This design comes from an exercise in tuning for small area and a short achievable clock period on the open sky130 flow, not from production work. Power and IR drop assume default switching activity.

v17:
// packet_identifier
module packet_identifier #(
    parameter GEN1_PIPEWIDTH = 8,
    parameter GEN2_PIPEWIDTH = 16,
    parameter GEN3_PIPEWIDTH = 32,
    parameter GEN4_PIPEWIDTH = 8,
    parameter GEN5_PIPEWIDTH = 8
)(
    input  [511:0] data_in,
    input  [63:0]  DK,
    input          valid_pd,
    input  [2:0]   gen,
    input          linkup,
    input          clk,
    input          rst,
    input  [4:0]   numberOfDetectedLanes,
    input  [127:0] syncHeader,
    output [511:0] data_out,
    output [63:0]  pl_valid,
    output [63:0]  pl_dlpstart,
    output [63:0]  pl_dlpend,
    output [63:0]  pl_tlpstart,
    output [63:0]  pl_tlpedb,
    output [63:0]  pl_tlpend,
    output         w
);
Size: ~7500 cells after synthesis, about 17 flip-flops, roughly 1600 I/O pins.
==> flow/config.mk <==
export PLATFORM = sky130hd
export DESIGN_NAME = packet_identifier
export DESIGN_NICKNAME = packet_identifier
export VERILOG_FILES = /design/flow/design.v
export SDC_FILE = /design/flow/constraint.sdc
export NUM_CORES = 4
export LEC_CHECK = 0
export ABC_AREA = 1
export CAP_MARGIN = 20
export CELL_PAD_IN_SITES_DETAIL_PLACEMENT = 2
export CELL_PAD_IN_SITES_GLOBAL_PLACEMENT = 2
export CORE_AREA = 4 4 1046 156
export DIE_AREA = 0 0 1050 160
export PLACE_DENSITY = 0.4
export SLEW_MARGIN = 20
==> flow/constraint.sdc <==
create_clock -name core_clock -period 500.0 [get_ports {clk}]
set_input_delay 100.0000 -clock core_clock [delete_from_list [all_inputs] [get_ports {clk}]]
set_output_delay 100.0000 -clock core_clock [all_outputs]
set_load 0.01 [all_outputs]
run.sh (not shown) runs the stock make flow with config.mk's settings and CLKGATE_MAP_FILE= SYNTH_SCRIPT=/design/flow/synth_recipe.tcl, a recipe that flattens the netlist after the stock synthesis.
v17: flow completed, timing, DRC and antenna clean
Setup changes, v17 to v4
==> flow/flow/run.sh (new file) <==
#!/bin/bash
# Own layout flow: the standard flow (standard.sh) with
#  - the standard flow's synthesis script, but an area-oriented ABC mapping script (flow/area.abc),
#    no full-adder extraction and no buffers on pass-through wires;
#  - sky130_fd_sc_hd__buf_1 as the buffer on every input and output port.
# Each tool's output goes to the ORFS logs under orfs/logs; make's output to flow_make.log.
set -euo pipefail
W=$(pwd)
# the ORFS synthesis script, with the ABC arguments re-pointed at our script
sed -e 's|^source \$::env(SCRIPTS_DIR)/synth_preamble.tcl$|&\nset abc_args [list -script '"$W"'/flow/area.abc {*}$lib_args {*}$lib_dont_use_args]|' \
    "$FLOW_HOME/scripts/synth.tcl" > "$W/synth_own_orfs.tcl"
grep -q "flow/area.abc" "$W/synth_own_orfs.tcl"
# The standard flow's synthesis wrapper, sourcing the patched script
sed -e "s|source \$::env(SCRIPTS_DIR)/synth.tcl|source $W/synth_own_orfs.tcl|" \
    "$W/synth_recipe.tcl" > "$W/synth_own.tcl"
grep -q "synth_own_orfs.tcl" "$W/synth_own.tcl"
bash "$W/standard.sh" \
    SYNTH_SCRIPT="$W/synth_own.tcl" \
    SYNTH_INSBUF=0 \
    ADDER_MAP_FILE= \
    "BUFFER_PORTS_ARGS=-buffer_cell sky130_fd_sc_hd__buf_1" \
    finish > "$W/flow_make.log" 2>&1
test -s "$W/out/final.def"
==> flow/flow/area.abc (new file) <==
strash
&get -n
&st
&syn2
&dch -f
&nf -R 1000
&put
==> flow/standard.sh (new file) <==
#!/bin/bash
# synth_recipe.tcl (not shown) runs the flow's synth.tcl, then flattens the netlist and writes it again
# the make line also repeats each setting of config.mk as NAME=value (left out here)
make -C /OpenROAD-flow-scripts/flow DESIGN_CONFIG=/design/flow/config.mk WORK_HOME=/design/flow/orfs CLKGATE_MAP_FILE= SYNTH_SCRIPT=/design/flow/synth_recipe.tcl "${@:-finish}"
removed: flow/run.sh
Results
- Relative to v17, the final area measured on v4 has decreased by more than a quarter.
- v4 vs v17, most common cell after layout, fill and taps aside: sky130_fd_sc_hd__buf_1 vs sky130_fd_sc_hd__clkdlybuf4s50_1
- NOTE: post-layout total power in v4 exceeds that of v17
- Measured against each other, v17 and v4 differ in synthesis-to-layout area growth, the lower figure coming from v17.
- Summary of the comparison: total routed wirelength is higher in v4, relative to v17.
The inputs of v20 differ from those of v4 as listed below.
Settings: CORE_UTILIZATION newly set to 25; CORE_AREA removed (was 4 4 1046 156); ABC_AREA removed (was 1); CORE_MARGIN newly set to 2; DIE_AREA removed (was 0 0 1050 160).
==> flow/run.sh (new file) <==
#!/bin/bash
# synth_recipe.tcl (not shown) runs the flow's synth.tcl, then flattens the netlist and writes it again
# the make line also repeats each setting of config.mk as NAME=value (left out here)
make -C /OpenROAD-flow-scripts/flow DESIGN_CONFIG=/design/flow/config.mk WORK_HOME=/design/flow/orfs CLKGATE_MAP_FILE= SYNTH_SCRIPT=/design/flow/synth_recipe.tcl finish
removed: flow/flow/run.sh
removed: flow/flow/area.abc
removed: flow/standard.sh
[summary]
- The flow ended early for v20: it failed with a tool error in I/O pin placement.
- v4 completed; timing, DRC and antenna clean
- Summary of v20 over v4: floorplan row count higher, initial core utilization shows an increase of 8.2 points, cell area after technology mapping higher.
- Taking v4 as 1.0, v20 lands at 2.4 on post-synthesis cell type count.
- The multiplexer area fraction after synthesis in v20 sits 0.99 points above the value recorded for v4.
- v20 vs. v4: adder and majority cell fraction of the synthesized area went up; share of flip-flops with an asynchronous set or reset did not really move; synthesized netlist net count went up.
- Die boundary height went up by more than 100% going from v4 to v20.
Function was not checked in any run of this note: the RTL went through the layout flow alone.

## static timing again, ports no longer ideal
The results above use ideal ports. As a check the final layouts listed here were re-extracted and re-timed, cells and wires unchanged. Step 1, drivers: a clkbuf_16 drives clk and a buf_2 each remaining input, both assumed. Step 2 times the ports against the registers' clock, not the clock port: input delays grow and output delays shrink by t, the midpoint of the rising clock arrivals with the driver on. Slacks: ideal ports / drivers / drivers and shift; pairs: ideal ports / drivers.
run | shift t [ns] | setup WS [ns] | latest minus earliest clock arrival (ns) | worst data-port slew with drivers (ns) | pins driven straight from the clock port
v17 | 0.289 | 157.184 / 157.133 / 157.133 | 0.003 / 0.003 | 0.09 | 1
v4 | 0.297 | 172.747 / 172.699 / 172.699 | 0.003 / 0.004 | 0.15 | 1
After both steps every run listed still meets setup and hold. For v17, which loses most, drivers alone change the setup slack by -0.051 ns; drivers and shift together by -0.051 ns.
